This design comes from an exercise in tuning for small area, a short achievable clock period and few clock cycles on the open sky130 flow, not from production work. In this exercise RTL edits were held to simulation tests only and were not proved equivalent to the original. Power figures rest on the tool's default switching activity, not on a simulated workload.

===== design/flow/flow/run.sh =====
#!/bin/bash
# Layout: the standard flow (standard synthesis, floorplan, placement,
# CTS, routing) unchanged, except that the buffers ORFS puts on the input and
# output ports (buffer_ports) are sky130_fd_sc_hd__buf_4 cells.
set -euo pipefail
export BUFFER_PORTS_ARGS="-buffer_cell sky130_fd_sc_hd__buf_4"
bash standard.sh > standard.log 2>&1

===== design/flow/standard.sh =====
#!/bin/bash
# synth_recipe.tcl (not shown) runs the flow's synth.tcl, then flattens the netlist and writes it again
# the make line also repeats each setting of config.mk as NAME=value (left out here)
make -C /OpenROAD-flow-scripts/flow DESIGN_CONFIG=/design/flow/config.mk WORK_HOME=/design/flow/orfs CLKGATE_MAP_FILE= SYNTH_SCRIPT=/design/flow/synth_recipe.tcl "${@:-finish}"

===== design/flow/config.mk =====
export PLATFORM = sky130hd
export DESIGN_NAME = fairy_core
export DESIGN_NICKNAME = fairy_core
export VERILOG_FILES = /design/flow/design.v
export SDC_FILE = /design/flow/constraint.sdc
export NUM_CORES = 4
export LEC_CHECK = 0
export CAP_MARGIN = 60
export CORE_MARGIN = 2
export CORE_UTILIZATION = 25
export CTS_CLUSTER_DIAMETER = 100
export CTS_CLUSTER_SIZE = 22
export GPL_ROUTABILITY_DRIVEN = 1
export PLACE_DENSITY = 0.5
export SLEW_MARGIN = 60

===== design/flow/constraint.sdc =====
create_clock -name core_clock -period 15.0 [get_ports {clk}]
set_input_delay 3.0000 -clock core_clock [delete_from_list [all_inputs] [get_ports {clk}]]
set_output_delay 3.0000 -clock core_clock [all_outputs]
set_load 0.01 [all_outputs]

===== design/flow/design.v =====
module fairy_mdu(
	input         clk,
	input         resetn,
	input         start,      
	input         isdiv,
	input  [31:0] opa,        
	input  [31:0] opb,        
	input         wr_hi,      
	input         wr_lo,      
	output        busy,
	output [31:0] hi,
	output [31:0] lo
);
reg [31:0] hi_r, lo_r, m_r;
reg [33:0] m3_r;
reg        busy_r, div_r, prep;
reg        b_one, b_two, b_neg;    
reg [3:0]  cnt;
assign busy = busy_r;
assign hi = hi_r;
assign lo = lo_r;
wire [33:0] ms  = {{2{m_r[31]}}, m_r};
wire [33:0] mag = ({34{b_one}} & ms) | ({34{b_two}} & {ms[32:0], 1'b0});
wire [33:0] macc = {{2{hi_r[31]}}, hi_r} + (mag ^ {34{b_neg}}) + {33'd0, b_neg};
wire [34:0] dx = {1'b0, hi_r, lo_r[31:30]};
wire [34:0] t1 = dx - {3'b0, m_r};
wire [34:0] t2 = dx - {2'b0, m_r, 1'b0};
wire [34:0] t3 = dx - {1'b0, m3_r};
wire q1 = ~t1[34], q2 = ~t2[34], q3 = ~t3[34];
wire [31:0] rnext = q3 ? t3[31:0] : q2 ? t2[31:0] : q1 ? t1[31:0] : dx[31:0];
wire [1:0] qbits = q3 ? 2'd3 : q2 ? 2'd2 : q1 ? 2'd1 : 2'd0;
always @(posedge clk) begin
	if (!resetn) begin
		busy_r <= 1'b0;
	end else if (start) begin
		busy_r <= 1'b1;
	end else if (busy_r && !prep && cnt == 4'd15) begin
		busy_r <= 1'b0;
	end
end
always @(posedge clk) begin
	if (start) begin
		cnt   <= 4'd0;
		div_r <= isdiv;
		prep  <= isdiv;
		m_r   <= opb;
		lo_r  <= opa;
		hi_r  <= 32'd0;
		b_one <= opa[0];
		b_two <= opa[1] & ~opa[0];
		b_neg <= opa[1];
	end else if (busy_r) begin
		if (prep) begin
			prep <= 1'b0;
			m3_r <= {2'b0, m_r} + {1'b0, m_r, 1'b0};
		end else begin
			cnt <= cnt + 4'd1;
			if (div_r) begin
				hi_r <= rnext;
				lo_r <= {lo_r[29:0], qbits};
			end else begin
				hi_r  <= macc[33:2];
				lo_r  <= {macc[1:0], lo_r[31:2]};
				b_one <= lo_r[2] ^ lo_r[1];
				b_two <= (lo_r[3] & ~lo_r[2] & ~lo_r[1]) | (~lo_r[3] & lo_r[2] & lo_r[1]);
				b_neg <= lo_r[3] & ~(lo_r[2] & lo_r[1]);
			end
		end
	end else begin
		if (wr_hi) hi_r <= opa;
		if (wr_lo) lo_r <= opa;
	end
end
endmodule
module fairy_rf(
	input         clk,
	input  [31:1] sel0,
	output [31:0] rd0,
	input  [31:1] sel1,
	output [31:0] rd1,
	input         we,
	input  [4:0]  wa,
	input  [3:0]  wbe,
	input  [31:0] wd,
	input         wz,
	output        z0,
	output        zk0
);
reg [31:1] zf, zk;
always @(posedge clk)
	if (we && wa != 5'd0) begin
		zf[wa] <= wz;
		zk[wa] <= &wbe;
	end
assign z0  = |(sel0 & zf);
assign zk0 = |(sel0 & zk);
reg [31:0] r [1:31];
wire [31:0] p0 [0:31];
wire [31:0] p1 [0:31];
assign p0[0] = 32'd0;
assign p1[0] = 32'd0;
genvar i, b;
generate
	for (i = 1; i < 32; i = i + 1) begin : g_reg
		for (b = 0; b < 4; b = b + 1) begin : g_byte
			always @(posedge clk)
				if (we && wa == i && wbe[b])
					r[i][8*b+7:8*b] <= wd[8*b+7:8*b];
		end
		assign p0[i] = p0[i-1] | ({32{sel0[i]}} & r[i]);
		assign p1[i] = p1[i-1] | ({32{sel1[i]}} & r[i]);
	end
endgenerate
assign rd0 = p0[31];
assign rd1 = p1[31];
endmodule
module fairy_core(
	input         clk,
	input         resetn,
	output [31:0] inst_sram_addr,
	input  [31:0] inst_sram_rdata,
	output [ 3:0] data_sram_cen,
	output        data_sram_wr,
	output [31:0] data_sram_addr,
	output [31:0] data_sram_wdata,
	input  [31:0] data_sram_rdata
);
reg [31:2] pc;           
reg [31:0] ir, sk;       
reg        ir_v, sk_v;
reg [31:2] pc_d;         
reg        rep;          
reg        kill;         
assign inst_sram_addr = {pc, 2'b00};
wire a_v = ~rep & ~kill;
reg        e_we, e_load, e_st, e_md, e_isdiv, e_mthi, e_mtlo;
reg [4:0]  e_rd;
reg [2:0]  e_ldt, e_stt;
reg [1:0]  e_sel, e_lop, e_sop;
reg        e_sub, e_sgn, e_fwdA, e_fwdB, e_fwdS;
reg [31:0] e_A, e_B, e_sd;
reg [4:0]  e_sa;         
reg        e_zero;        
reg        e_fwdSA;
reg        m_we, m_load, m_wr;
reg [4:0]  m_rd;
reg [2:0]  m_ldt;
reg [31:0] m_res, m_wdata;
reg [3:0]  m_cen;
reg        w_we, w_load;
reg [4:0]  w_rd;
reg [2:0]  w_ldt;
reg [1:0]  w_rot;
reg [31:0] w_res;
reg        x_we;
reg [4:0]  x_rd;
reg [3:0]  x_be;
reg        x_part;
reg [31:0] x_val;
assign data_sram_addr  = m_res;
assign data_sram_wdata = m_wdata;
assign data_sram_cen   = m_cen;
assign data_sram_wr    = m_wr;
wire [5:0] op = ir[31:26];
wire [4:0] rs = ir[25:21];
wire [4:0] rt = ir[20:16];
wire [4:0] rdf = ir[15:11];
wire [4:0] sa = ir[10:6];
wire [5:0] fn = ir[5:0];
wire [15:0] imm = ir[15:0];
wire sp = (op == 6'h00);
wire i_sll  = sp & (fn == 6'h00);
wire i_srl  = sp & (fn == 6'h02);
wire i_sra  = sp & (fn == 6'h03);
wire i_sllv = sp & (fn == 6'h04);
wire i_srlv = sp & (fn == 6'h06);
wire i_srav = sp & (fn == 6'h07);
wire i_mfhi = sp & (fn == 6'h10);
wire i_mthi = sp & (fn == 6'h11);
wire i_mflo = sp & (fn == 6'h12);
wire i_mtlo = sp & (fn == 6'h13);
wire i_mult = sp & (fn == 6'h18);
wire i_divu = sp & (fn == 6'h1b);
wire i_addu = sp & (fn == 6'h21);
wire i_subu = sp & (fn == 6'h23);
wire i_and  = sp & (fn == 6'h24);
wire i_or   = sp & (fn == 6'h25);
wire i_xor  = sp & (fn == 6'h26);
wire i_nor  = sp & (fn == 6'h27);
wire i_slt  = sp & (fn == 6'h2a);
wire i_sltu = sp & (fn == 6'h2b);
wire i_regimm = (op == 6'h01);
wire i_bltz   = i_regimm & (rt[0] == 1'b0);
wire i_bgez   = i_regimm & (rt[0] == 1'b1);
wire i_bal    = i_regimm & rt[4];
wire i_j      = (op == 6'h02);
wire i_jal    = (op == 6'h03);
wire i_beq    = (op == 6'h04);
wire i_bne    = (op == 6'h05);
wire i_blez   = (op == 6'h06);
wire i_bgtz   = (op == 6'h07);
wire i_addiu  = (op == 6'h09);
wire i_slti   = (op == 6'h0a);
wire i_sltiu  = (op == 6'h0b);
wire i_andi   = (op == 6'h0c);
wire i_ori    = (op == 6'h0d);
wire i_xori   = (op == 6'h0e);
wire i_lui    = (op == 6'h0f);
wire i_load   = (op[5:3] == 3'b100);
wire i_store  = (op[5:3] == 3'b101);
wire shift_imm = i_sll | i_srl | i_sra;
wire shift_var = i_sllv | i_srlv | i_srav;
wire r_alu = i_addu | i_subu | i_and | i_or | i_xor | i_nor | i_slt | i_sltu
           | shift_imm | shift_var;
wire i_alu = i_addiu | i_slti | i_sltiu | i_andi | i_ori | i_xori | i_lui;
wire link  = i_jal | i_bal;
wire is_br = i_regimm | i_beq | i_bne | i_blez | i_bgtz;
wire is_hl = i_mfhi | i_mflo | i_mthi | i_mtlo | i_mult | i_divu;
wire uses_rs = (r_alu & ~shift_imm) | (i_alu & ~i_lui) | i_load | i_store
             | is_br | i_mult | i_divu | i_mthi | i_mtlo;
wire uses_rt = r_alu | i_store | i_beq | i_bne | i_mult | i_divu;
wire need_d_rt = i_beq | i_bne;
wire has_dest = r_alu | i_alu | i_load | link | i_mfhi | i_mflo;
wire [4:0] dest = link ? 5'd31 : (i_alu | i_load) ? rt : rdf;
wire d_we = has_dest & (dest != 5'd0);
wire [31:0] rf0, rf1;
wire rf_z0, rf_zk0;
wire [31:0] x_wval;
fairy_rf rf(
	.clk(clk),
	.sel0(sel0), .rd0(rf0),
	.sel1(sel1), .rd1(rf1),
	.we(x_we), .wa(x_rd), .wbe(x_be), .wd(x_wval),
	.wz(x_wval == 32'd0), .z0(rf_z0), .zk0(rf_zk0)
);
reg hE0, hM0, hW0, hX0, hE1, hM1, hW1, hX1;
reg [31:1] sel0, sel1;    
wire fast0 = (i_beq | i_bne) & (rt == 5'd0) & (e_sel == 2'd0) & ~e_load & ~e_fwdA & ~e_fwdB;
wire st0 = uses_rs & ((hE0 & (e_load | (is_br & ~fast0))) | (hM0 & m_load) | (hW0 & w_load) | (hX0 & x_part));
wire st1 = uses_rt & ((hE1 & (e_load | need_d_rt)) | (hM1 & m_load) | (hW1 & w_load) | (hX1 & x_part));
wire [31:0] v0 = ({32{hM0}} & m_res) | ({32{hW0}} & w_res) | ({32{hX0}} & x_wval) | rf0;
wire [31:0] v1 = ({32{hM1}} & m_res) | ({32{hW1}} & w_res) | ({32{hX1}} & x_wval) | rf1;
wire md_busy;
wire [31:0] hi, lo;
wire st_hl = ((i_mfhi | i_mflo) & (md_busy | e_md | e_mthi | e_mtlo))
           | ((i_mthi | i_mtlo) & (md_busy | e_md));
wire beqz  = (i_beq | i_bne) & (rt == 5'd0);
wire byp0  = hM0 | hW0 | hX0;
wire zero0 = hM0 ? (m_res == 32'd0) : hW0 ? (w_res == 32'd0) : hX0 ? (x_wval == 32'd0) : rf_z0;
wire zk0   = byp0 | rf_zk0;
wire slow  = ((i_beq | i_bne) & (rt != 5'd0))
           | (((beqz & ~hE0) | i_blez | i_bgtz) & ~zk0);
reg  br2, eq_r, zero_r;
wire st_br = slow & ~br2;
wire st_other = st0 | st1 | st_hl;
wire stall = ir_v & (st_other | st_br);
wire issue = ir_v & ~stall;
always @(posedge clk) begin
	br2    <= resetn & ir_v & st_br & ~st_other;
	eq_r   <= (v0 == v1);
	zero_r <= (v0 == 32'd0);
end
wire neg  = v0[31];
wire eq   = br2 ? eq_r : hE0 ? e_zero : zero0;
wire zero = br2 ? zero_r : zero0;
wire cond = (i_beq & eq) | (i_bne & ~eq) | (i_blez & (neg | zero))
          | (i_bgtz & ~neg & ~zero) | (i_bltz & neg) | (i_bgez & ~neg)
          | i_j | i_jal;
wire taken = issue & cond;
wire [31:2] pc_d4 = pc_d + 30'd1;
wire [31:2] br_target = (i_j | i_jal) ? {pc_d4[31:28], ir[25:0]}
                                       : pc_d4 + {{14{imm[15]}}, imm};
reg  ir_j;
wire a_jump = a_v & (inst_sram_rdata[31:27] == 5'b00001);
wire [31:2] a_tgt = {pc[31:28], inst_sram_rdata[25:0]};
wire redirect = taken & ~ir_j & ~(is_br & (imm == 16'd1));
wire sk_next = stall & (sk_v | a_v);
always @(posedge clk) begin
	if (!resetn) begin
		pc   <= 30'h2ff00000;    
		ir_v <= 1'b0;
		sk_v <= 1'b0;
		rep  <= 1'b1;
		kill <= 1'b0;
	end else begin
		if (redirect)
			pc <= br_target;
		else if (!sk_next)
			pc <= a_jump ? a_tgt : pc + 30'd1;
		rep  <= sk_next;
		kill <= redirect;
		sk_v <= sk_next;
		if (!stall) begin
			ir_v <= sk_v | a_v;
		end
	end
end
always @(posedge clk)
	if (!stall)
		ir_j <= ~sk_v & a_jump;
wire [31:0] nx = sk_v ? sk : inst_sram_rdata;    
wire [4:0] nrs = nx[25:21];
wire [4:0] nrt = nx[20:16];
wire iss_we = issue & d_we;
wire nE0 = iss_we & (dest == nrs), nM0 = e_we & (e_rd == nrs);
wire nW0 = m_we & (m_rd == nrs),   nX0 = w_we & (w_rd == nrs);
wire nE1 = iss_we & (dest == nrt), nM1 = e_we & (e_rd == nrt);
wire nW1 = m_we & (m_rd == nrt),   nX1 = w_we & (w_rd == nrt);
always @(posedge clk) begin
	if (!stall) begin
		ir   <= nx;
		pc_d <= pc - 30'd1;
		sel0 <= ((32'd1 << nrs) >> 1) & {31{~(nE0 | nM0 | nW0 | nX0)}};
		sel1 <= ((32'd1 << nrt) >> 1) & {31{~(nE1 | nM1 | nW1 | nX1)}};
		hE0 <= nE0; hM0 <= nM0 & ~nE0; hW0 <= nW0 & ~nE0 & ~nM0; hX0 <= nX0 & ~nE0 & ~nM0 & ~nW0;
		hE1 <= nE1; hM1 <= nM1 & ~nE1; hW1 <= nW1 & ~nE1 & ~nM1; hX1 <= nX1 & ~nE1 & ~nM1 & ~nW1;
	end else begin
		sel0 <= ((32'd1 << rs) >> 1) & {31{~(hE0 | hM0 | hW0)}};
		sel1 <= ((32'd1 << rt) >> 1) & {31{~(hE1 | hM1 | hW1)}};
		hE0 <= 1'b0; hM0 <= hE0; hW0 <= hM0; hX0 <= hW0;
		hE1 <= 1'b0; hM1 <= hE1; hW1 <= hM1; hX1 <= hW1;
	end
	if (!sk_v)
		sk <= inst_sram_rdata;
end
wire d_sub = i_subu | i_slt | i_sltu | i_slti | i_sltiu;
wire [31:0] dA = link ? pc_d8 :
                 i_mfhi ? hi :
                 i_mflo ? lo :
                 i_lui ? 32'd0 : v0;
wire [31:0] dB = {32{d_sub}} ^ ((i_alu | i_load | i_store) ? immx :
                 (link | i_mfhi | i_mflo) ? 32'd0 : v1);
wire [31:0] zc = dA ^ dB;
wire [31:0] zo = dA & dB | (dA | dB) & zc;
wire d_zero = (zc[0] == d_sub) & (zc[31:1] == zo[30:0]);
wire [31:0] pc_d8 = {pc_d + 30'd2, 2'b00};
wire [31:0] immx = i_lui ? {imm, 16'd0}
                 : (i_andi | i_ori | i_xori) ? {16'd0, imm}
                 : {{16{imm[15]}}, imm};
always @(posedge clk) begin
	if (!resetn || !issue) begin
		e_we   <= 1'b0;
		e_load <= 1'b0;
		e_st   <= 1'b0;
		e_md   <= 1'b0;
		e_mthi <= 1'b0;
		e_mtlo <= 1'b0;
	end else begin
		e_we   <= d_we;
		e_load <= i_load;
		e_st   <= i_store;
		e_md   <= i_mult | i_divu;
		e_mthi <= i_mthi;
		e_mtlo <= i_mtlo;
	end
end
always @(posedge clk) begin
	e_rd    <= dest;
	e_isdiv <= i_divu;
	e_ldt   <= (op[2:0] == 3'b000) ? 3'd0 :    
	           (op[2:0] == 3'b100) ? 3'd1 :    
	           (op[2:0] == 3'b001) ? 3'd2 :    
	           (op[2:0] == 3'b101) ? 3'd3 :    
	           (op[2:0] == 3'b010) ? 3'd5 :    
	           (op[2:0] == 3'b110) ? 3'd6 :    
	                                 3'd4;     
	e_stt   <= (op[2:0] == 3'b000) ? 3'd0 :    
	           (op[2:0] == 3'b001) ? 3'd1 :    
	           (op[2:0] == 3'b010) ? 3'd3 :    
	           (op[2:0] == 3'b110) ? 3'd4 :    
	                                 3'd2;     
	e_sel   <= (i_slt | i_sltu | i_slti | i_sltiu) ? 2'd1 :
	           (i_and | i_or | i_xor | i_nor | i_andi | i_ori | i_xori) ? 2'd2 :
	           (shift_imm | shift_var) ? 2'd3 : 2'd0;
	e_sub   <= d_sub;
	e_sgn   <= i_slt | i_slti;
	e_lop   <= (i_and | i_andi) ? 2'd0 : (i_or | i_ori) ? 2'd1 :
	           (i_xor | i_xori) ? 2'd2 : 2'd3;
	e_sop   <= (i_sll | i_sllv) ? 2'd0 : (i_srl | i_srlv) ? 2'd1 : 2'd2;
	e_fwdA  <= hE0 & ~(link | shift_imm | i_mfhi | i_mflo | i_lui);
	e_fwdB  <= hE1 & (r_alu | i_mult | i_divu);
	e_fwdS  <= hE1 & i_store;
	e_sd    <= v1;
	e_sa    <= shift_imm ? sa : v0[4:0];
	e_fwdSA <= hE0 & shift_var;
	e_A     <= dA;
	e_B     <= dB;
	e_zero  <= d_zero;
end
wire [31:0] A = e_fwdA ? m_res : e_A;
wire [31:0] B = e_fwdB ? (m_res ^ {32{e_sub}}) : e_B;
wire [31:0] bx = B;
wire [31:0] SD = e_fwdS ? m_res : e_sd;
wire [32:0] sum = {e_sgn & A[31], A} + {e_sgn ? bx[31] : e_sub, bx} + {32'd0, e_sub};
reg [31:0] lres;
always @(*) begin
	case (e_lop)
		2'd0: lres = A & B;
		2'd1: lres = A | B;
		2'd2: lres = A ^ B;
		default: lres = ~(A | B);
	endcase
end
wire [4:0] shamt = e_fwdSA ? m_res[4:0] : e_sa;
wire sleft = (e_sop == 2'd0);
wire [31:0] brev, sres;
genvar k;
generate for (k = 0; k < 32; k = k + 1) begin : g_rev
	assign brev[k] = B[31-k];
	assign sres[k] = sleft ? sext[31-k] : sext[k];
end endgenerate
wire [31:0] sin = sleft ? brev : B;
wire sfill = (e_sop == 2'd2) & B[31];
wire [63:0] sext = {{32{sfill}}, sin} >> shamt;
reg [31:0] res;
always @(*) begin
	case (e_sel)
		2'd0: res = sum[31:0];
		2'd1: res = {31'd0, sum[32]};
		2'd2: res = lres;
		default: res = sres;
	endcase
end
wire [1:0] ea = sum[1:0];
reg [31:0] wdata;
reg [3:0]  cen;
always @(*) begin
	case (e_stt)
		3'd0: begin wdata = {4{SD[7:0]}};  cen = 4'b0001 << ea; end
		3'd1: begin wdata = {2{SD[15:0]}}; cen = ea[1] ? 4'b1100 : 4'b0011; end
		3'd3: begin wdata = SD >> (8 * (3 - ea)); cen = 4'b1111 >> (3 - ea); end
		3'd4: begin wdata = SD << (8 * ea);       cen = 4'b1111 << ea; end
		default: begin wdata = SD; cen = 4'b1111; end
	endcase
end
fairy_mdu mdu(
	.clk(clk), .resetn(resetn),
	.start(e_md), .isdiv(e_isdiv),
	.opa(A), .opb(B),
	.wr_hi(e_mthi), .wr_lo(e_mtlo),
	.busy(md_busy), .hi(hi), .lo(lo)
);
always @(posedge clk) begin
	if (!resetn) begin
		m_we <= 1'b0; m_load <= 1'b0; m_wr <= 1'b0;
		w_we <= 1'b0; w_load <= 1'b0;
		x_we <= 1'b0;
	end else begin
		m_we <= e_we; m_load <= e_load; m_wr <= e_st;
		w_we <= m_we; w_load <= m_load;
		x_we <= w_we;
	end
end
always @(posedge clk) begin
	m_rd <= e_rd; m_ldt <= e_ldt; m_res <= res; m_wdata <= wdata; m_cen <= cen;
	w_rd <= m_rd; w_ldt <= m_ldt; w_res <= m_res;
	w_rot <= (m_ldt == 3'd5) ? m_res[1:0] + 2'd1 : m_res[1:0];
	x_rd  <= w_rd;
	x_val <= w_load ? lval : w_res;
	x_be  <= ~w_load ? 4'b1111 :
	         (w_ldt == 3'd5) ? (4'b1111 << (3 - w_res[1:0])) :
	         (w_ldt == 3'd6) ? (4'b1111 >> w_res[1:0]) : 4'b1111;
	x_part <= w_load & (w_ldt == 3'd5 || w_ldt == 3'd6);
end
wire [31:0] xr = {data_sram_rdata, data_sram_rdata} >> (8 * w_rot);
reg [31:0] lval;
always @(*) begin
	case (w_ldt)
		3'd0: lval = {{24{xr[7]}}, xr[7:0]};
		3'd1: lval = {24'd0, xr[7:0]};
		3'd2: lval = {{16{xr[15]}}, xr[15:0]};
		3'd3: lval = {16'd0, xr[15:0]};
		default: lval = xr;
	endcase
end
assign x_wval = x_val;
endmodule

==> impl_metrics.tcl, run 1 <==
set metrics [dict create \
    first_pass_iters 8 \
    top_regs "rf.r x992, mdu.m3_r x34" \
    critPathTopFamily "compound AO/OA/AOI/OAI gates" \
    synth_fa_ha_area_share_pct 4.32 \
    regMostFlops "rf.r" \
    final-max-slew-violation-count 0 \
    drt_iter0_drc 14200 \
    ys_seq_elements 1694 \
    drive_gt1_share_pct 15.4 \
    synthFlopType "edfxtp_1" \
    syn_inst 8534 \
    cp_slowest_stage_delay_ps 570 \
    gp_congestion 0.990 \
    rows 223 \
    cp.required_ps 15690 \
    grt_max_degree 78 \
    postRouteAntennaNets 0 \
    htreeDepth 3 \
    core_area_mm2 0.368 \
    clk_pin_slew_worst_paths_ps 100 \
    post-cts-setup-buffers 0 \
    startpoint_type "flop" \
    cts_buffers 100 \
    min_path_cells 0 \
    ctsResizeCount 0 \
    final.fill_count 38000 \
    grt_first_pass_wirelength_mm 662 \
    maxCapViolCount 0 \
    cts_tree "done" \
    antenna_found_initial 31 \
    vias 84100 \
    totalWireLength_mm 497 \
    p_per_area_mw_per_mm2 131 \
    area_delta_synth_final_pct 13.6 \
    yosys_warnings 4 \
    die_h_um 612 \
    ff_latch_area_mm2 0.0463 \
    maxClockFrequency_ghz 0.191 \
    cpMaxStageDelayCell "nor4b_1" \
    period_share_pct 34.8 \
    cts_max_path_buffers 3 \
    grt_setup_unrepaired "false" \
    synth-edff-count 1220 \
    ir_drop_uv 111 \
    syn_area_mm2 0.0923 \
    start_util_pct 25.1 \
    synthArstFlopShare_pct 0 \
    cp_cell_sequence "buf_4 -> xnor2_1 -> a21oi_1 -> inv_1 -> fa_2 -> inv_1 -> fa_1 -> a21oi_1 -> o211ai_1 -> nor4_2 -> o31ai_2 -> a41oi_1 -> nor4b_1 -> o31ai_2 -> o31ai_2 -> xnor2_1 -> a21oi_1 -> o221ai_1" \
    dp_slack_ps 9600 \
    syn_avg_cell_area_um2 10.8 \
    skew_ps 114 \
    pin_count 167 \
    grt_pass1_vias 77800 \
    synth_cell_types 98 \
    clock-sinks 1694 \
    hold_path.class "reg -> reg" \
    routedWlPerCell_um 36.7 \
    gr-total-overflow 0 \
    post-route-min-period_ps 5230 \
    crit_cells 18 \
    cellLeakagePower_uw 0.0365 \
    dieArea_mm2 0.374 \
    worst-setup-path-type "reg -> reg" \
    worstSkewPairLatency_ps 850 \
    hold_viol_final 0 \
    rrSetupSlack_ps 9770 \
    viasPerCell 6.21 \
    tns_ps 0 \
    dieWidth_um 612 \
    finalPower_uw 13800 \
    synth-xor-area-share_pct 4.54 \
    cts-root-buf "clkbuf_16" \
    reg2regPathDepth 18 \
    hpwl_mm 336 \
    worst_slack_ps 9770 \
    cp-end-kind "flop" \
    relSlewSlack_pct 52.0 \
    critPathMaxFanout 34 \
    critPathArrivalTime_ps 5910 \
    seq_area_frac_synth_pct 50.0 \
    fin_nets 8965 \
    track_usage_pct 25.3 \
    largest_reg_flops 992 \
    finalSetupViolations 0 \
    muxShareOfSynthArea_pct 5.82 \
    multi_input_area_mm2 0.0437 \
    tightest_slew_ps 720 \
    hold_buffers 0 \
    yosys.area_share.simple_pct 11.3 \
    drcViolationCount 0 \
    synth_top_family_by_area "compound AO/OA/AOI/OAI gates" \
    io_buffers 164 \
    synth-compound-area-share_pct 20.3 \
    outcome "timing/DRC/antenna clean" \
    cp_num_buf_inv 3 \
]
cells in the final DEF, fill, tap and decap left out, types with 71 or more instances in the layout:
cell type and count:
edfxtp_1 1220, a22oi_1 775, nor2_1 459, nand2_1 448, buf_4 426, a21oi_1 373
dfxtp_1 367, o21ai_0 322, inv_1 314, ha_1 306, xnor2_1 296, nand4_1 257
a221oi_1 251, a22o_1 227, mux2_2 203, nand3_1 175, xor2_1 172, nor3_1 157
mux2i_1 127, and2_2 120, a21o_1 112, o22ai_1 110, clkbuf_16 103, dfxtp_2 79
nand2b_1 71
routing by layer:
| layer | routed length (um) | up-vias | track usage, % |
|---|---|---|---|
| li1 | - | 33300 | - |
| met1 | 179000 | 41600 | 30.0 |
| met2 | 213000 | 7131 | 38.5 |
| met3 | 61000 | 2081 | 8.22 |
| met4 | 44300 | 18 | 18.0 |
| met5 | 234 | - | 0.439 |
kinds of logic after synthesis:
| logic type | after synthesis |
|---|---|
| xor+xnor | 479 |
| simple gates | 2080 |
| buf+inv | 888 |
| other cells | 1 |
| mux | 432 |
| flops | 1694 |
| compound gates | 2646 |
| fa+ha+maj | 314 |
per-stage QoR:
step                      utilization [%]  instances  hold WS [ps]  instance area [um^2]
after floorplan                         -       8535           310                 92300
after global placement               27.1      13200           318                 99700
after detailed placement             27.5      13300           320                101000
after CTS                            28.4      13500           344                105000
after global routing                 28.5      13500           345                105000
final                                28.5      13500           334                105000
power by group:
group          internal [uW]  leakage, uW  switching [uW]
Clock                   1370      0.00157            1860
Sequential              5710       0.0151             558
Combinational           1380       0.0199            2890
Total                   8470       0.0365            5300
synth_stat cells, types with 46 or more instances:
cell type | number | share of area, %
a211oi_1 | 59 | 0.48
a21o_1 | 112 | 0.91
a21oi_1 | 380 | 2.1
a221oi_1 | 251 | 2.4
a22o_1 | 227 | 2.2
a22oi_1 | 775 | 6.3
a31oi_1 | 52 | 0.35
and2_1 | 159 | 1.1
buf_1 | 87 | 0.35
clkbuf_1 | 448 | 1.8
dfxtp_1 | 474 | 10
edfxtp_1 | 1220 | 40
ha_1 | 306 | 4.1
inv_1 | 317 | 1.3
mux2_2 | 203 | 2.5
mux2i_1 | 164 | 1.8
mux4_2 | 63 | 1.5
nand2_1 | 451 | 1.8
nand2b_1 | 71 | 0.48
nand3_1 | 176 | 0.95
nand4_1 | 257 | 1.7
nor2_1 | 477 | 1.9
nor2b_1 | 60 | 0.41
nor3_1 | 166 | 0.90
nor4_1 | 71 | 0.48
o211ai_1 | 47 | 0.38
o21a_1 | 46 | 0.37
o21ai_0 | 330 | 1.8
o22ai_1 | 111 | 0.75
or3_1 | 48 | 0.33
xnor2_1 | 304 | 2.9
xor2_1 | 175 | 1.7
worst paths after layout:
kind / startpoint / to
worst max-delay path: e_sub$_DFF_P_ / m_res[0]$_DFF_P_
worst min register to register: e_ldt[0]$_SDFF_PP0_ / m_ldt[0]$_DFF_P_
worst min-delay path: e_ldt[0]$_SDFF_PP0_ / m_ldt[0]$_DFF_P_
worst max register to register: e_sub$_DFF_P_ / m_res[0]$_DFF_P_
cell type report:
class | count | area share [%]
Inverter | 322 | 1.15
Clock buffer | 159 | 2.68
Sequential cell | 1694 | 44.2
Timing Repair Buffer | 514 | 4.02
Clock inverter | 29 | 0.450
Tap cell | 4837 | 5.77
Multi-Input combinational cell | 5953 | 41.7
Antenna cell | 37 | 0.0883
Testbench counts, summed over its fixed seeds: cycles 38,386.
==> run 2: changes to the inputs <==
--- a/design/flow/design.v
+++ b/design/flow/design.v
@@ -139,4 +139,5 @@
 reg [1:0]  e_sel, e_lop, e_sop;
 reg        e_sub, e_sgn, e_fwdA, e_fwdB, e_fwdS;
+reg        e_fwdBp, e_fwdBn;    
 reg [31:0] e_A, e_B, e_sd;
 reg [4:0]  e_sa;         
@@ -380,4 +381,6 @@
 	e_fwdA  <= hE0 & ~(link | shift_imm | i_mfhi | i_mflo | i_lui);
 	e_fwdB  <= hE1 & (r_alu | i_mult | i_divu);
+	e_fwdBp <= hE1 & (r_alu | i_mult | i_divu) & ~d_sub;
+	e_fwdBn <= hE1 & (r_alu | i_mult | i_divu) & d_sub;
 	e_fwdS  <= hE1 & i_store;
 	e_sd    <= v1;
@@ -389,5 +392,5 @@
 end
 wire [31:0] A = e_fwdA ? m_res : e_A;
-wire [31:0] B = e_fwdB ? (m_res ^ {32{e_sub}}) : e_B;
+wire [31:0] B = ({32{e_fwdBp}} & m_res) | ({32{e_fwdBn}} & ~m_res) | ({32{~e_fwdB}} & e_B);
 wire [31:0] bx = B;
 wire [31:0] SD = e_fwdS ? m_res : e_sd;
==> run 2 against run 1 <==
Net effect: register-to-register slack better by 260 ps; global-route usage down 0.12 points; worst hold slack better by 28 ps; still clean on timing, DRC and antenna.
==> impl_metrics.tcl, run 2 <==
set metrics [dict create \
    drcViolationCount 0 \
    p_sw_uw 5170 \
    ctsResizeCount 0 \
    hpwl_mm 333 \
    clkPwrFrac_pct 23.6 \
    synth-edff-count 1220 \
    crit-reg2reg-launch "m_res[0]$_DFF_P_" \
    synthFlopType "edfxtp_1" \
    yosys.area.top_type_share_pct 39.5 \
    first_pass_iters 9 \
    p_seq_share_pct 45.3 \
    synth_most_common_cell "edfxtp_1" \
    io_buffers 164 \
    cts_buffers 103 \
    gr-total-overflow 0 \
    grt_first_pass_wirelength_mm 663 \
    ys_top_cells_by_area "edfxtp_1, dfxtp_1, a22oi_1" \
    drive_gt1_share_pct 14.9 \
    start_util_pct 25.1 \
    post-route-min-period_ps 5150 \
    core_area_mm2 0.369 \
    worst_hold_slack_ps 362 \
    htreeDepth 3 \
    drt_iter0_drc 13800 \
    ir_drop_uv 99.7 \
    hold_viol_final 0 \
    crit_end "data_sram_addr[9]" \
    regMostFlops "rf.r" \
    postRouteAntennaNets 0 \
    tns_ps 0 \
    layout_commonest_cell "edfxtp_1" \
    outcome "timing/DRC/antenna clean" \
    worst-setup-path-type "reg -> out" \
    grt_setup_unrepaired "false" \
    final-max-slew-violation-count 0 \
    startpoint_type "flop" \
    cts_tree "done" \
    routedWlPerCell_um 36.0 \
    reg2reg_to "m_res[0]$_DFF_P_" \
    top_regs "rf.r x992, mdu.m3_r x34" \
    combPwrFrac_pct 31.1 \
    synthArstFlopShare_pct 0 \
    skew_ps 147 \
    rrSetupSlack_ps 10030 \
    vias 82800 \
    rows 223 \
    dp_slack_ps 9280 \
    pin_count 167 \
    worstSkewPairLatency_ps 960 \
    p_per_area_mw_per_mm2 129 \
    most-common-layout-cells "edfxtp_1, a22oi_1, nor2_1" \
    cellLeakagePower_uw 0.0371 \
    period_share_pct 34.3 \
    hold_path.class "reg -> reg" \
    cp.required_ps 12000 \
    relSlewSlack_pct 53.2 \
    crit_start "m_res[9]$_DFF_P_" \
    final.fill_count 38200 \
    syn_area_mm2 0.0928 \
    seq_area_frac_synth_pct 49.7 \
    critPathMaxFanout 6 \
    largest_reg_flops 992 \
    tightest_slew_ps 702 \
    syn_avg_cell_area_um2 10.8 \
    grt_pass1_vias 78900 \
    ys_seq_elements 1696 \
    critPathArrivalTime_ps 2150 \
    swShare_pct 38.0 \
    totalWireLength_mm 493 \
    synth_cell_types 116 \
    viasPerCell 6.05 \
    syn_inst 8606 \
    worst_slack_ps 9850 \
    dieArea_mm2 0.376 \
    gp_congestion 0.992 \
    clk_pin_slew_worst_paths_ps 90 \
    post-cts-setup-buffers 0 \
    reg2regPathDepth 19 \
    maxClockFrequency_ghz 0.194 \
    cp-end-kind "output port" \
    yosys_warnings 4 \
    synth_top_cells_by_count "edfxtp_1, a22oi_1, nor2_1" \
    grt_max_degree 67 \
    cts-root-buf "clkbuf_16" \
    fin_nets 9017 \
    finalSetupViolations 0 \
    area_delta_synth_final_pct 13.7 \
    antenna_found_initial 23 \
    intPower_uw 8440 \
    track_usage_pct 25.2 \
    yosys.area.top_type "edfxtp_1" \
    cts_max_path_buffers 4 \
    hold_buffers 0 \
    die_h_um 613 \
    clock-sinks 1696 \
    maxCapViolCount 0 \
    dieWidth_um 613 \
]
[run 2: cell count changes after synthesis, sizes merged, moves of 28 or more]
cell    delta
a221oi    -28
buf       +29
a21oi     +53
a32o      +31
o21ai     -42
nor2      +65
mux2i     +63
a211oi    +41
a311oi    +28
mux2      -46
[run 2: metal layers]
metal	GRT usage, %	routed length, um	up-vias
met1	28.9	174000	41000
met5	0.297	307	-
met3	7.58	55200	1980
met4	19.1	45600	24
met2	39.5	218000	6317
li1	-	-	33400
[run 2: stage by stage]
step | instances | total power [uW] | cell area, um^2 | utilization, %
global placement | 13400 | 10200 | 100000 | 27.1
floorplan | 8607 | 8180 | 92800 | -
CTS | 13700 | 13500 | 105000 | 28.5
global route | 13700 | 13900 | 106000 | 28.6
finish | 13700 | 13600 | 106000 | 28.6
detailed placement | 13500 | 10300 | 102000 | 27.6
[run 2: worst min-delay path by stage]
stage	cells past startpoint	slack (ps)	end	from
6_report	0	360	w_ldt[2]$_DFF_P_	m_ldt[2]$_DFF_P_
4_1_cts	0	360	w_ldt[2]$_DFF_P_	m_ldt[2]$_DFF_P_
3_5_place_dp	0	340	w_ldt[1]$_DFF_P_	m_ldt[1]$_DFF_P_
5_1_grt	0	370	w_ldt[2]$_DFF_P_	m_ldt[2]$_DFF_P_
2_1_floorplan	0	310	m_ldt[0]$_DFF_P_	e_ldt[0]$_SDFF_PP0_
3_3_place_gp	0	340	w_ldt[1]$_DFF_P_	m_ldt[1]$_DFF_P_
[run 2: power by group through the flow]
stage	registers [uW]	logic [uW]	clock network (uW)
3_5_place_dp	6260	4050	0
6_report	6170	4230	3200
2_1_floorplan	6230	1950	0
4_1_cts	6150	4080	3220
3_3_place_gp	6240	3940	0
5_1_grt	6170	4380	3380
[run 2: worst max-delay path, stage by stage, from the launching register on]
cell	delay, ps
dfxtp_1	710
buf_4	340
buf_4	170
[run 2: layout make-up]
| cell class | count | area [um^2] | share of cell area, % |
|---|---|---|---|
| Sequential cell | 1696 | 46400 | 43.9 |
| Multi-Input combinational cell | 6005 | 44200 | 41.9 |
| Tap cell | 4950 | 6190 | 5.87 |
| Timing Repair Buffer | 511 | 4310 | 4.08 |
| Clock buffer | 158 | 2830 | 2.68 |
| Inverter | 320 | 1200 | 1.14 |
| Clock inverter | 28 | 405 | 0.384 |
| Antenna cell | 18 | 45.0 | 0.0427 |
[run 2: logic make-up (layout without fill, tap and decap cells)]
kind of cell / Yosys count / after routing / synth area share [%]
and+or+nand+nor: 2103 / 2103 / 11.3
adders and majority gates: 314 / 314 / 4.30
muxes: 447 / 447 / 5.88
xor gates and xnor gates: 459 / 459 / 4.33
buffers and inverters: 906 / 1017 / 3.87
DFF: 1696 / 1696 / 49.7
other: 1 / 20 / 0.00404
AOI/OAI and AO/OA: 2680 / 2680 / 20.6
Testbench counts of run 2, summed over its fixed seeds: cycles 38,386.
==> run 3: changes to the inputs <==
--- a/design/flow/config.mk
+++ b/design/flow/config.mk
@@ -8,8 +8,8 @@
 export CAP_MARGIN = 60
 export CORE_MARGIN = 2
-export CORE_UTILIZATION = 25
+export CORE_UTILIZATION = 30
 export CTS_CLUSTER_DIAMETER = 100
 export CTS_CLUSTER_SIZE = 22
 export GPL_ROUTABILITY_DRIVEN = 1
-export PLACE_DENSITY = 0.5
+export PLACE_DENSITY = 0.55
 export SLEW_MARGIN = 60
==> run 3 against run 2 <==
Net effect: count of clock-buffer cells in the layout is 2 higher; area after synthesis unchanged; sequential cell count unchanged; register-to-register slack worse by 190 ps; fmax shrank 0.22%; worst hold slack better by 25 ps; via count grew 2.0%; clock skew fell by 11 ps; core utilization up 5.3 points; synthesized cell count stayed put; first-iteration DRC count grew 10%; critical endpoint is now m_res[0]$_DFF_P_.
==> impl_metrics.tcl, run 3 <==
set metrics [dict create \
    worstSkewPairLatency_ps 860 \
    die_h_um 560 \
    syn_area_mm2 0.0928 \
    cellLeakagePower_uw 0.0370 \
    synth_most_common_cell "edfxtp_1" \
    hold_path.class "reg -> reg" \
    crit-reg2reg-launch "e_fwdA$_DFF_P_" \
    worstHoldEndpoint "w_ldt[1]$_DFF_P_" \
    synthArstFlopShare_pct 0 \
    fin_nets 9005 \
    clk_pin_slew_worst_paths_ps 100 \
    seq_area_frac_synth_pct 49.7 \
    cts-root-buf "clkbuf_16" \
    post-route-min-period_ps 5160 \
    dieWidth_um 560 \
    vias 84400 \
    ys_top_cells_by_area "edfxtp_1, dfxtp_1, a22oi_1" \
    gr-total-overflow 0 \
    pin_count 167 \
    cts_max_path_buffers 3 \
    period_share_pct 34.4 \
    top_regs "rf.r x992, mdu.m3_r x34" \
    finalSetupViolations 0 \
    hold_viol_final 0 \
    finalPower_uw 13600 \
    maxCapViolCount 0 \
    syn_inst 8606 \
    drt_iter0_drc 15200 \
    regMostFlops "rf.r" \
    dieArea_mm2 0.314 \
    antenna_found_initial 39 \
    clock-sinks 1696 \
    cts_buffers 100 \
    viasPerCell 6.56 \
    first_pass_iters 10 \
    grt_first_pass_wirelength_mm 648 \
    cts_tree "done" \
    most-common-layout-cells "edfxtp_1, a22oi_1, nor2_1" \
    reg2reg_to "m_res[0]$_DFF_P_" \
    min_path_cells 0 \
    io_buffers 164 \
    rows 204 \
    synth-edff-count 1220 \
    largest_reg_flops 992 \
    area_delta_synth_final_pct 12.5 \
    yosys.area.top_type "edfxtp_1" \
    hold_start "m_ldt[1]$_DFF_P_" \
    ctsResizeCount 0 \
    start_util_pct 30.1 \
    drive_gt1_share_pct 14.7 \
    syn_avg_cell_area_um2 10.8 \
    tightest_slew_ps 760 \
    outcome "timing/DRC/antenna clean" \
    cp.required_ps 15710 \
    htreeDepth 3 \
    synth_cell_types 116 \
    critPathMaxFanout 33 \
    core_area_mm2 0.308 \
    postRouteAntennaNets 0 \
    synthFlopType "edfxtp_1" \
    post-cts-setup-buffers 0 \
    rrSetupSlack_ps 9840 \
    finalNonFillerCells 12900 \
    startpoint_type "flop" \
    hold_buffers 0 \
    cp-end-kind "flop" \
    drcViolationCount 0 \
    grt_max_degree 98 \
    dp.cells 12600 \
    hpwl_mm 321 \
    tns_ps 0 \
    routedWlPerCell_um 37.2 \
    grt_pass1_vias 79000 \
    ys_seq_elements 1696 \
    layout_commonest_cell "edfxtp_1" \
    reg2regPathDepth 17 \
    grt_setup_unrepaired "false" \
    yosys_warnings 4 \
    yosys.area.top_type_share_pct 39.5 \
    totalWireLength_mm 479 \
    skew_ps 135 \
    synth_top_cells_by_count "edfxtp_1, a22oi_1, nor2_1" \
    gp_congestion 1.02 \
    final-max-slew-violation-count 0 \
    relSlewSlack_pct 49.3 \
    track_usage_pct 29.1 \
    worst-setup-path-type "reg -> reg" \
    critPathArrivalTime_ps 5870 \
    ir_drop_uv 120 \
    p_per_area_mw_per_mm2 130 \
    maxClockFrequency_ghz 0.194 \
]
[run 3: cell counts after synthesis]
Identical to the previous run, type by type.
[run 3: worst max path at each step]
stage          slack, ps                start                  end  cells past startpoint
2_1_floorplan       8920      x_rd[2]$_DFF_P_  rf.zf[10]$_DFFE_PP_                      5
3_3_place_gp        8990    x_val[25]$_DFF_P_  pc[31]$_SDFFE_PN1P_                     13
3_5_place_dp        9320  inst_sram_rdata[18]      sel1[6]$_DFF_P_                     11
4_1_cts             9860       e_fwdA$_DFF_P_     m_res[0]$_DFF_P_                     17
5_1_grt             9440     m_res[0]$_DFF_P_     m_res[0]$_DFF_P_                     18
6_report            9840       e_fwdA$_DFF_P_     m_res[0]$_DFF_P_                     17
[run 3: cells by family (layout without fill, tap and decap cells)]
kind of cell	after synthesis	count (layout)	synth area share (%)
muxes	447	447	5.88
buffers and inverters	906	1011	3.87
xor gates and xnor gates	459	459	4.33
adders and majority gates	314	314	4.30
DFF	1696	1696	49.7
AOI/OAI and AO/OA	2680	2680	20.6
other	1	31	0.00404
and+or+nand+nor	2103	2103	11.3
[run 3: layer usage]
layer	GRT usage [%]	routed length, um
met5	0.136	77
met4	21.8	46400
met3	11.0	64400
met2	43.7	202000
met1	33.8	166000
[run 3: report_power, final]
group / switching [uW] / leakage [uW] / internal (uW) / total (uW)
Combinational: 2990 / 0.0204 / 1340 / 4330
Clock: 1820 / 0.00156 / 1370 / 3190
Sequential: 391 / 0.0151 / 5710 / 6100
[run 3: worst max-delay path, stage by stage, from the launching register on]
cell and delay, ps:
dfxtp_2 330, buf_6 410, mux2i_2 490, inv_1 200, fa_1 450, inv_1 110, fa_2 220, nor2b_1 50
o21a_1 190, a311o_1 430, o21ai_1 450, o211ai_1 210, nand2_1 160, o211ai_1 220, a41oi_1 510, o21ai_0 200
xnor2_1 160, o31ai_1 200
[run 3: stage by stage]
| stage | hold WS, ps | cell area (um^2) | setup slack, ps | util, % |
|---|---|---|---|---|
| after floorplan | 310 | 92800 | 8920 | - |
| after detailed placement | 360 | 101000 | 9320 | 32.6 |
| final | 387 | 104000 | 9840 | 33.9 |
| after global placement | 380 | 99000 | 8990 | 32.1 |
| after CTS | 380 | 104000 | 9860 | 33.7 |
| after global routing | 392 | 104000 | 9440 | 33.8 |
[run 3: layout make-up]
class | count | area, um^2
Antenna cell | 29 | 72.6
Clock buffer | 160 | 2820
Clock inverter | 29 | 452
Fill cell | 30800 | 204000
Inverter | 320 | 1200
Multi-Input combinational cell | 6005 | 44100
Sequential cell | 1696 | 46300
Tap cell | 4120 | 5150
Timing Repair Buffer | 502 | 4240
==> run 4: changes to the inputs <==
==> design/flow/config.mk (replaced) <==
export PLATFORM = sky130hd
export DESIGN_NAME = fairy_core
export DESIGN_NICKNAME = fairy_core
export VERILOG_FILES = /design/flow/design.v
export SDC_FILE = /design/flow/constraint.sdc
export NUM_CORES = 4
export LEC_CHECK = 0
export CAP_MARGIN = 75
export CORE_MARGIN = 2
export CORE_UTILIZATION = 25
export CTS_CLUSTER_DIAMETER = 100
export CTS_CLUSTER_SIZE = 22
export GPL_ROUTABILITY_DRIVEN = 1
export PLACE_DENSITY = 0.5
export SLEW_MARGIN = 75
==> run 4 against run 3 <==
Net effect: combinational power increased by 6.5%; cell count up 9.1%; register-to-register slack better by 70 ps; clock skew decreased by 1.5 ps; synthesized cell count did not move; still clean on timing, DRC and antenna; wire length is 3.9% higher; worst hold slack got worse by 40 ps; fmax is 1.3% higher; highest routed layer unchanged; final area grew 7.3%; count of clock-buffer cells in the layout fell by 1; sequential share of layout area down 2.9 points.
==> impl_metrics.tcl, run 4 <==
set metrics [dict create \
    viasPerCell 6.00 \
    ir_drop_uv 89.7 \
    die_h_um 613 \
    io_buffers 164 \
    outcome "timing/DRC/antenna clean" \
    totalWireLength_mm 498 \
    ys_top_cells_by_area "edfxtp_1, dfxtp_1, a22oi_1" \
    synth-edff-count 1220 \
    worst-setup-path-type "reg -> reg" \
    p_seq_share_pct 43.8 \
    ff_latch_area_mm2 0.0465 \
    p_sw_uw 5300 \
    multi_input_area_mm2 0.0462 \
    yosys_warnings 4 \
    post-cts-setup-buffers 0 \
    syn_area_mm2 0.0928 \
    top_regs "rf.r x992, mdu.m3_r x34" \
    rrSetupSlack_ps 9910 \
    met3WireLength_mm 55.2 \
    wl_met1_mm 173 \
    cp_cell_sequence "buf_4 -> mux2i_1 -> a21boi_1 -> inv_1 -> fa_1 -> a21oi_1 -> o21bai_2 -> a2111oi_2 -> clkdlybuf4s50_1 -> o41ai_1 -> buf_4 -> a2111o_1 -> nand3_1 -> a31oi_1 -> a21o_1 -> a41o_1 -> xnor2_1 -> o31ai_1" \
    hold_path.class "reg -> reg" \
    area_delta_synth_final_pct 20.7 \
    top_layer_used "met5" \
    routedWlPerCell_um 35.5 \
    cts_tree "done" \
    final.fill_count 37700 \
    dieArea_mm2 0.376 \
    clock-sinks 1696 \
    worst_slack_ps 9910 \
    finalSetupViolations 0 \
    grt_first_pass_wirelength_mm 670 \
    hpwl_mm 356 \
    routed-wl-met2_mm 220 \
    layout_commonest_cell "edfxtp_1" \
    startpoint_type "flop" \
    swShare_pct 38.0 \
    start_util_pct 25.1 \
    core_area_mm2 0.369 \
    post-route-min-period_ps 5090 \
    cp.required_ps 15820 \
    yosys.area.top_type "edfxtp_1" \
    hold_buffers 0 \
    grt_max_degree 52 \
    antenna_found_initial 25 \
    fin_nets 9371 \
    drt_iter0_drc 13900 \
    cts_max_path_buffers 4 \
    worstSkewPairLatency_ps 970 \
    cellLeakagePower_uw 0.0398 \
    cpMaxStageDelayCell "clkdlybuf4s50_1" \
    track_usage_pct 25.4 \
    regMostFlops "rf.r" \
    dp_slack_ps 9450 \
    ctsResizeCount 0 \
    cp_slowest_stage_delay_ps 580 \
    drive_gt1_share_pct 21.5 \
    critPathArrivalTime_ps 5910 \
    synth_most_common_cell "edfxtp_1" \
    cp-end-kind "flop" \
    dieWidth_um 613 \
    cts_buffers 104 \
    final-max-slew-violation-count 0 \
    drcViolationCount 0 \
    maxCapViolCount 0 \
    grt_pass1_vias 80700 \
    hold_viol_final 0 \
    rows 223 \
    pin_count 167 \
    synth_top_cells_by_count "edfxtp_1, a22oi_1, nor2_1" \
    maxClockFrequency_ghz 0.196 \
    most-common-layout-cells "edfxtp_1, a22oi_1, nor2_1" \
    syn_inst 8606 \
    postRouteAntennaNets 0 \
    critPathMaxFanout 9 \
    gr-total-overflow 0 \
    synthArstFlopShare_pct 0 \
    synthFlopType "edfxtp_1" \
    cts-root-buf "clkbuf_16" \
    clkPwrFrac_pct 23.2 \
    seq_area_frac_synth_pct 49.7 \
    largest_reg_flops 992 \
    syn_avg_cell_area_um2 10.8 \
    first_pass_iters 9 \
    yosys.area.top_type_share_pct 39.5 \
    p_per_area_mw_per_mm2 125 \
    gp_congestion 0.992 \
    grt_setup_unrepaired "false" \
    htreeDepth 3 \
    skew_ps 134 \
    tns_ps 0 \
    vias 84200 \
    ys_seq_elements 1696 \
    clk_pin_slew_worst_paths_ps 90 \
    intPower_uw 8660 \
    synth_cell_types 116 \
    period_share_pct 33.9 \
    combPwrFrac_pct 33.0 \
    crit_top_cell "buf_4" \
]
## run 4: cell families after synthesis
group / count (synthesis) / share of synthesized area [%]
compound gates: 2680 / 20.6
simple gates: 2103 / 11.3
flops: 1696 / 49.7
buf+inv: 906 / 3.87
xor+xnor: 459 / 4.33
mux: 447 / 5.88
fa+ha+maj: 314 / 4.30
other cells: 1 / 0.00404
## run 4: cell type report
class | count | area share, %
antenna | 14 | 0.0313
multi-input combinational | 6005 | 41.2
clock buffer | 159 | 2.59
sequential | 1696 | 41.5
timing repair buffer | 864 | 7.72
tap | 4950 | 5.53
inverter | 320 | 1.09
clock inverter | 29 | 0.342
## run 4: worst paths after layout
| path | startpoint | endpoint | depth (start not counted) |
|---|---|---|---|
| max | m_res[0]$_DFF_P_ | m_res[31]$_DFF_P_ | 18 |
| min | m_ldt[1]$_DFF_P_ | w_ldt[1]$_DFF_P_ | 0 |
| max reg2reg | m_res[0]$_DFF_P_ | m_res[31]$_DFF_P_ | 18 |
| min reg2reg | m_ldt[1]$_DFF_P_ | w_ldt[1]$_DFF_P_ | 0 |
## run 4: stage by stage
stage | cells | area (um^2) | power (uW) | hold WS [ps] | util (%)
after global placement | 13400 | 100000 | 10200 | 338 | 27.1
after CTS | 14000 | 111000 | 13700 | 348 | 30.1
final | 14000 | 112000 | 14000 | 348 | 30.3
after global routing | 14000 | 112000 | 14300 | 360 | 30.3
after floorplan | 8607 | 92800 | 8180 | 310 | -
after detailed placement | 13800 | 108000 | 10600 | 334 | 29.2
## run 4: worst max-delay path: cells and delay by family (launching register included)
family	cells	cell delay, ps
AOI/OAI and AO/OA	10	2450
xor gates and xnor gates	1	130
adders and majority gates	1	480
muxes	1	220
and+or+nand+nor	1	120
buffers and inverters	4	1240
DFF	1	320
## run 4: layer usage
metal	track usage [%]	vias up
li1	-	34100
met1	29.4	41600
met2	39.9	6501
met3	6.52	2010
met4	20.0	16
met5	0	-
## run 4: power groups by stage
stage               Combinational (uW)  Clock (uW)  Sequential (uW)
finish                            4610        3240             6110
global route                      4770        3400             6120
CTS                               4390        3250             6110
detailed placement                4370           0             6210
global placement                  3940           0             6240
floorplan                         1950           0             6230

## static timing again, ports no longer ideal
How much do the figures lean on ideal ports? The routed layouts below were timed once more, with nothing changed but the port constraints.
Step 1: set_driving_cell puts a clkbuf_16 on clk and a buf_2 on each other input, an assumption about the parent block.
Step 2 also shifts input and output timing later by t, the mid clock arrival at the registers, as if the neighbouring blocks saw the same clock.
a / b / c = ideal / step 1 / step 2; a / b = the first two.
run	t, ns	setup slack, ns	worst setup path at the end	clock arrival spread, ns
run 1	0.893	9.773 / 9.773 / 9.663	input to register	0.117 / 0.117
run 2	1.001	9.854 / 9.745 / 9.382	input to register	0.149 / 0.148
run 3	0.902	9.842 / 9.842 / 9.499	input to register	0.150 / 0.150
run 4	1.006	9.908 / 9.893 / 9.345	input to register	0.154 / 0.153
After both steps every run listed still meets setup and hold. The setup slack of run 4, which loses most, moves by -0.015 ns with the drivers and by -0.563 ns with both steps.
